From an optimization exercise on the open Yosys and OpenROAD flow, aimed at small area, a short achievable clock period and few clock cycles; shortcuts taken in it are not production practice.
Function was checked by simulation only, so behaviour that the tests miss may differ from the original.
No activity file was given, so power comes from the tool's default toggle rates.

// dmc_top
module dmc_top (
    input         clk_i,
    input         rst_n_i,
    input         start_i,
    input         read_i,
    input         write_i,
    input  [31:0] address_i,
    input  [31:0] data_i,
    output [31:0] data_o,
    output        ready_o,
    output        mem_read_o,
    output        mem_write_o,
    output [31:0] mem_address_o,
    output [31:0] mem_data_o,
    input  [31:0] mem_data_i
);
Size: ~1,900 cells after synthesis, ~800 flip-flops, about 200 I/O pins, about 31,000 sq um of cells after synthesis.
clock: 5.0 ns
lec_check: 0
cap_margin: 20
core_margin: 2
core_utilization: 40
cts_buf_list: sky130_fd_sc_hd__clkbuf_16
cts_cluster_diameter: 60
cts_cluster_size: 24
gpl_routability_driven: 0
place_density: 0.68
setup_slack_margin: 2.4
slew_margin: 20
standard.sh (not shown) runs the stock make flow with config.mk's settings and CLKGATE_MAP_FILE= SYNTH_SCRIPT=/design/flow/synth_recipe.tcl, a recipe that flattens the netlist after the stock synthesis.
==> flow/flow/run.sh <==
#!/bin/bash
# The standard layout, with the ports buffered by plain buffers instead of the
# delay cells buffer_ports picks by default.
set -euo pipefail
export BUFFER_PORTS_ARGS="-buffer_cell sky130_fd_sc_hd__buf_2"
bash standard.sh > standard.log 2>&1
Testbench counts at the start, summed over its fixed seeds: cycles 8,771.
Next try:
- GPL_ROUTABILITY_DRIVEN: 0 -> default
- GPL_TIMING_DRIVEN: default -> 0
The changed run passed the timing, DRC and antenna checks.
Global-route usage grows by 4.1 points.
Design area grows by 10%.
Cell count grows by 4.6%.
Synthesized cell count stays the same.
Combinational power grows by 33%.
Power grows by 2.7%.
Die area stays the same.
Via count grows by 8.3%.
Next try:
- CTS_CLUSTER_DIAMETER: 60 -> 70
- CTS_CLUSTER_SIZE: 24 -> 30
- GPL_TIMING_DRIVEN: 0 -> default
- PLACE_DENSITY: 0.68 -> default
Effect: Worst setup slack is better by 0.21 ns; cell area came out lower by 8.2%; core utilization fell by 4.3 points; wire length went down by about 13%; clock skew went up by 0.022 ns; synthesized area does not change; critical path depth shrinks by 2; clock-buffer cell count falls by 3.
Next try:
- PLACE_DENSITY: default -> 0.75
The changed run completed with no timing, DRC or antenna violations; core utilization decreases by 1.3 points; final area decreases by a few percent; worst setup slack gains 0.0043 ns; global-route usage decreases by 1.9 points; first-iteration DRC count increases by a few percent; power decreases by a few percent.

* * *

## lane 1
Another version of the RTL of dmc_top (not shown whole).
For scale: roughly 1,900 cells after synthesis, roughly 760 flip-flops, ~200 I/O pins, about 32,000 um^2 of cells after synthesis.
clock: 5.0 ns
lec_check: 0
abc_clock_period_in_ps: 2500
cap_margin: 20
core_margin: 2
core_utilization: 40
setup_slack_margin: 2.5
slew_margin: 20
run.sh (not shown) runs the stock make flow with config.mk's settings and CLKGATE_MAP_FILE= SYNTH_SCRIPT=/design/flow/synth_recipe.tcl, a recipe that flattens the netlist after the stock synthesis.
Stock flow here: none of the scripts above is used.
Testbench counts of lane 1, summed over its fixed seeds: cycles 8,719.
Input changes introduced in lane 2 (baseline for comparison: lane 1):
Settings: a deleted ABC_CLOCK_PERIOD_IN_PS that had been 2500; a deleted SETUP_SLACK_MARGIN that had been 2.5.
==> comparison <==
Lane 2 ends up with lower number of cells on the critical path than lane 1 does. Cmp lane 2 vs lane 1: met1 track utilization from global routing lower in lane 2. Of lane 1 and lane 2, the run reporting the higher signal arrival time at the worst endpoint was lane 2.

* * *

red:
Another version of the RTL of dmc_top (not shown whole).
For scale: about 810 flip-flops, ~33000 µm² of cells after synthesis.
clock: 5.0 ns
lec_check: 0
cap_margin: 20
core_margin: 2
core_utilization: 40
setup_slack_margin: 2.6
slew_margin: 20
standard.sh (not shown) runs the stock make flow with config.mk's settings and CLKGATE_MAP_FILE= SYNTH_SCRIPT=/design/flow/synth_recipe.tcl, a recipe that flattens the netlist after the stock synthesis.
==> flow/flow/run.sh <==
#!/bin/bash
# The standard layout, with the ports buffered by plain buffers instead of the
# delay cells buffer_ports picks by default.
set -euo pipefail
export BUFFER_PORTS_ARGS="-buffer_cell sky130_fd_sc_hd__buf_4"
bash standard.sh > standard.log 2>&1
Testbench counts of red, summed over its fixed seeds: cycles 8,771.
### red -> blue
- SETUP_SLACK_MARGIN now 2.0, was 2.6
- CTS_BUF_LIST now sky130_fd_sc_hd__clkbuf_8, previously not set
Results
blue vs. red: delay contributed by the slowest stage of the critical path now sits lower, post-route worst hold slack now sits higher. blue: final wirelength 15% below red. Count of clock-buffer cells in the layout sits higher in blue than in red. The clock period minus worst slack number comes out lower for red vs blue. Per the comparison of blue with red, combinational power -24%; fmax saw a decrease; sequential fraction of total cell area saw an increase.
Modified inputs, green compared to blue
- removing CTS_BUF_LIST (formerly sky130_fd_sc_hd__clkbuf_8)
- changing CORE_UTILIZATION from 40 to 75
==> flow/run.sh (new file) <==
#!/bin/bash
# synth_recipe.tcl (not shown) runs the flow's synth.tcl, then flattens the netlist and writes it again
# the make line also repeats each setting of config.mk as NAME=value (left out here)
make -C /OpenROAD-flow-scripts/flow DESIGN_CONFIG=/design/flow/config.mk WORK_HOME=/design/flow/orfs CLKGATE_MAP_FILE= SYNTH_SCRIPT=/design/flow/synth_recipe.tcl finish
removed: flow/flow/run.sh
removed: flow/standard.sh
Findings:
Relative to blue, sequential share of layout area decreased by 0.20 points in green.
Cell area: green > blue
Max routing usage on met2 across green and blue: green
Sort green and blue by hold slack desc -> top: green
The worst clock skew in green was lower than what blue gave.
green against blue: maximum single-stage delay on the critical path went up 0.07 ns; overall fraction of global-route tracks in use went up 22 points.
Against blue, green comes in 30 points higher on global-route track usage on met1.
What orange does differently from green at the input level:
- an added ABC_CLOCK_PERIOD_IN_PS of 2500
- a change of CORE_UTILIZATION from 75 to 40
Results
Compare orange and green | clock power lower: green
Compare orange and green | number of inserted filler cells in the final layout higher: orange
orange — layout overhead on the synthesized area 3.1 points higher, green as reference
What purple does differently from orange at the input level:
- a deleted ABC_CLOCK_PERIOD_IN_PS that had been 2500
==> flow/flow/run.sh (new file) <==
#!/bin/bash
# The standard layout, with the ports buffered by plain buffers instead of the
# delay cells buffer_ports picks by default.
set -euo pipefail
export BUFFER_PORTS_ARGS="-buffer_cell sky130_fd_sc_hd__buf_4"
bash standard.sh > standard.log 2>&1
==> flow/standard.sh (new file) <==
#!/bin/bash
# synth_recipe.tcl (not shown) runs the flow's synth.tcl, then flattens the netlist and writes it again
# the make line also repeats each setting of config.mk as NAME=value (left out here)
make -C /OpenROAD-flow-scripts/flow DESIGN_CONFIG=/design/flow/config.mk WORK_HOME=/design/flow/orfs CLKGATE_MAP_FILE= SYNTH_SCRIPT=/design/flow/synth_recipe.tcl "${@:-finish}"
removed: flow/run.sh
## What came out
No stage failed in purple, and the final checks on the layout all came back clean.
Arrival time reported for the critical path endpoint: purple vs orange up 1.30 ns
First-pass detailed-route iteration total: purple < orange
orange -> purple: sum of routed wire segments on met1 flat
On global routing usage summed across all routing layers, the lower figure sits with purple, not orange.
Summary of purple over orange: multi-input combinational area share +0.40 points, routed wire length on met3 +about 1%, sink count of the clock tree ~0 delta, sequential share of cell area +1.3 points.

* * *

== try-willow ==
dmc_top, a different RTL version from the one above (not shown whole).
For scale: roughly 2000 cells after synthesis, ~810 flip-flops, about 200 I/O pins, about 0.033 sq mm of cells after synthesis.
==> flow/config.mk <==
export PLATFORM = sky130hd
export DESIGN_NAME = dmc_top
export DESIGN_NICKNAME = dmc_top
export VERILOG_FILES = /design/flow/design.v
export SDC_FILE = /design/flow/constraint.sdc
export NUM_CORES = 4
export LEC_CHECK = 0
export CAP_MARGIN = 20
export CORE_MARGIN = 2
export CORE_UTILIZATION = 40
export CTS_BUF_LIST = sky130_fd_sc_hd__clkbuf_8
export SETUP_SLACK_MARGIN = 2.0
export SLEW_MARGIN = 20
==> flow/constraint.sdc <==
create_clock -name core_clock -period 5.0 [get_ports {clk_i}]
set_input_delay 1.0000 -clock core_clock [delete_from_list [all_inputs] [get_ports {clk_i}]]
set_output_delay 1.0000 -clock core_clock [all_outputs]
set_load 0.01 [all_outputs]
==> flow/flow/run.sh <==
#!/bin/bash
# The standard layout, with the ports buffered by plain buffers instead of the
# delay cells buffer_ports picks by default.
set -euo pipefail
export BUFFER_PORTS_ARGS="-buffer_cell sky130_fd_sc_hd__buf_4"
bash standard.sh > standard.log 2>&1
Every stage of the flow completed for try-willow, and the final layout passed the timing, DRC and antenna checks.
Testbench counts of try-willow, summed over its fixed seeds: cycles 8,771.
[inputs] try-violet vs try-willow
Settings: CTS_BUF_LIST removed (was sky130_fd_sc_hd__clkbuf_8).
[summary]
Total design power was lower in try-willow than in try-violet.
Compared with try-willow, try-violet shows a higher area added between synthesis and finish.
For try-willow, the top layer used by detailed routing was met5, unlike try-violet, where it was met4.
Relative to try-willow, final standard cell area without fillers has increased by about 1.1% in try-violet.
Depth of the most critical reg-to-reg path in try-violet is 1 above try-willow.
For try-ember, these inputs were changed with respect to try-violet:
Settings: setting CTS_BUF_LIST to sky130_fd_sc_hd__clkbuf_8 for the first time; changing SETUP_SLACK_MARGIN from 2.0 to 2.1.
Notes after the runs:
try-violet vs try-ember, slowest cell on the critical path: sky130_fd_sc_hd__nor3_1 vs sky130_fd_sc_hd__buf_6. Compared with try-violet, in try-ember sequential share of layout area +0.47 points, sequential share of power +3.5 points, final cell count without fillers +95, power share of the clock group -4.0 points.
diff inputs: try-ember => try-sierra
Settings: a change of SETUP_SLACK_MARGIN from 2.1 to 2.0.
diff --git a/flow/flow/run.sh b/flow/flow/run.sh
--- a/flow/flow/run.sh
+++ b/flow/flow/run.sh
@@ -5 +5 @@
-export BUFFER_PORTS_ARGS="-buffer_cell sky130_fd_sc_hd__buf_4"
+export BUFFER_PORTS_ARGS="-buffer_cell sky130_fd_sc_hd__buf_2"
==> summary.txt <==
Final wirelength in try-sierra vs try-ember: up 0.50%. The run showing the smaller via-per-instance ratio is try-ember. The estimated power of try-sierra ends up higher than the estimate for try-ember. try-ember has a higher part of the power in registers than try-sierra.

==> afterwards: timing with drivers on the ports <==
The results above use ideal ports. As a check the final layouts listed here were re-extracted and re-timed, cells and wires unchanged.
Step 1 assumes that a clkbuf_16 drives the clock port and a buf_2 every other input.
Step 2 adds t to the input delays and takes it off the output delays; t is the mean of the earliest and latest rising clock arrival at the registers after step 1. Input paths then give back, and output paths get back, about the clock's delay inside the block.
Slacks: no drivers / after step 1 / after step 2; pairs: no drivers / after step 1.
run	t, ns	setup slack, ns	hold slack, ns	slew at the worst register clock pin (ns)
the first run of note 1	0.662	2.281 / 2.220 / 1.679	0.514 / 0.513 / 0.514	0.10 / 0.10
the second run of note 1	0.695	2.083 / 2.023 / 1.493	0.529 / 0.496 / 0.532	0.11 / 0.11
the third run of note 1	0.676	2.292 / 2.229 / 1.726	0.518 / 0.494 / 0.518	0.12 / 0.12
the fourth run of note 1	0.643	2.296 / 2.256 / 1.717	0.533 / 0.527 / 0.533	0.12 / 0.12
lane 1	0.680	1.070 / 1.002 / 1.054	0.461 / 0.461 / 0.461	0.06 / 0.06
lane 2	0.689	0.206 / 0.156 / 0.178	0.464 / 0.464 / 0.464	0.06 / 0.06
red	0.691	2.292 / 2.230 / 1.626	0.466 / 0.466 / 0.466	0.07 / 0.07
blue	0.826	2.089 / 2.027 / 1.286	0.477 / 0.464 / 0.477	0.07 / 0.07
green	0.666	1.812 / 1.840 / 1.174	0.487 / 0.487 / 0.487	0.08 / 0.08
orange	0.691	2.021 / 1.958 / 1.388	0.482 / 0.482 / 0.482	0.07 / 0.07
purple	0.698	2.077 / 2.030 / 1.409	0.478 / 0.478 / 0.478	0.07 / 0.07
try-willow	0.835	1.961 / 2.002 / 1.168	0.465 / 0.439 / 0.465	0.07 / 0.07
try-violet	0.704	2.013 / 2.019 / 1.340	0.464 / 0.464 / 0.464	0.07 / 0.07
try-ember	0.842	2.134 / 2.099 / 1.365	0.464 / 0.428 / 0.464	0.07 / 0.07
try-sierra	0.849	2.013 / 1.968 / 1.211	0.464 / 0.453 / 0.464	0.07 / 0.07
After both steps setup and hold are still met in every run listed. For blue, which loses most, drivers alone change the setup slack by -0.062 ns; drivers and shift together by -0.803 ns.
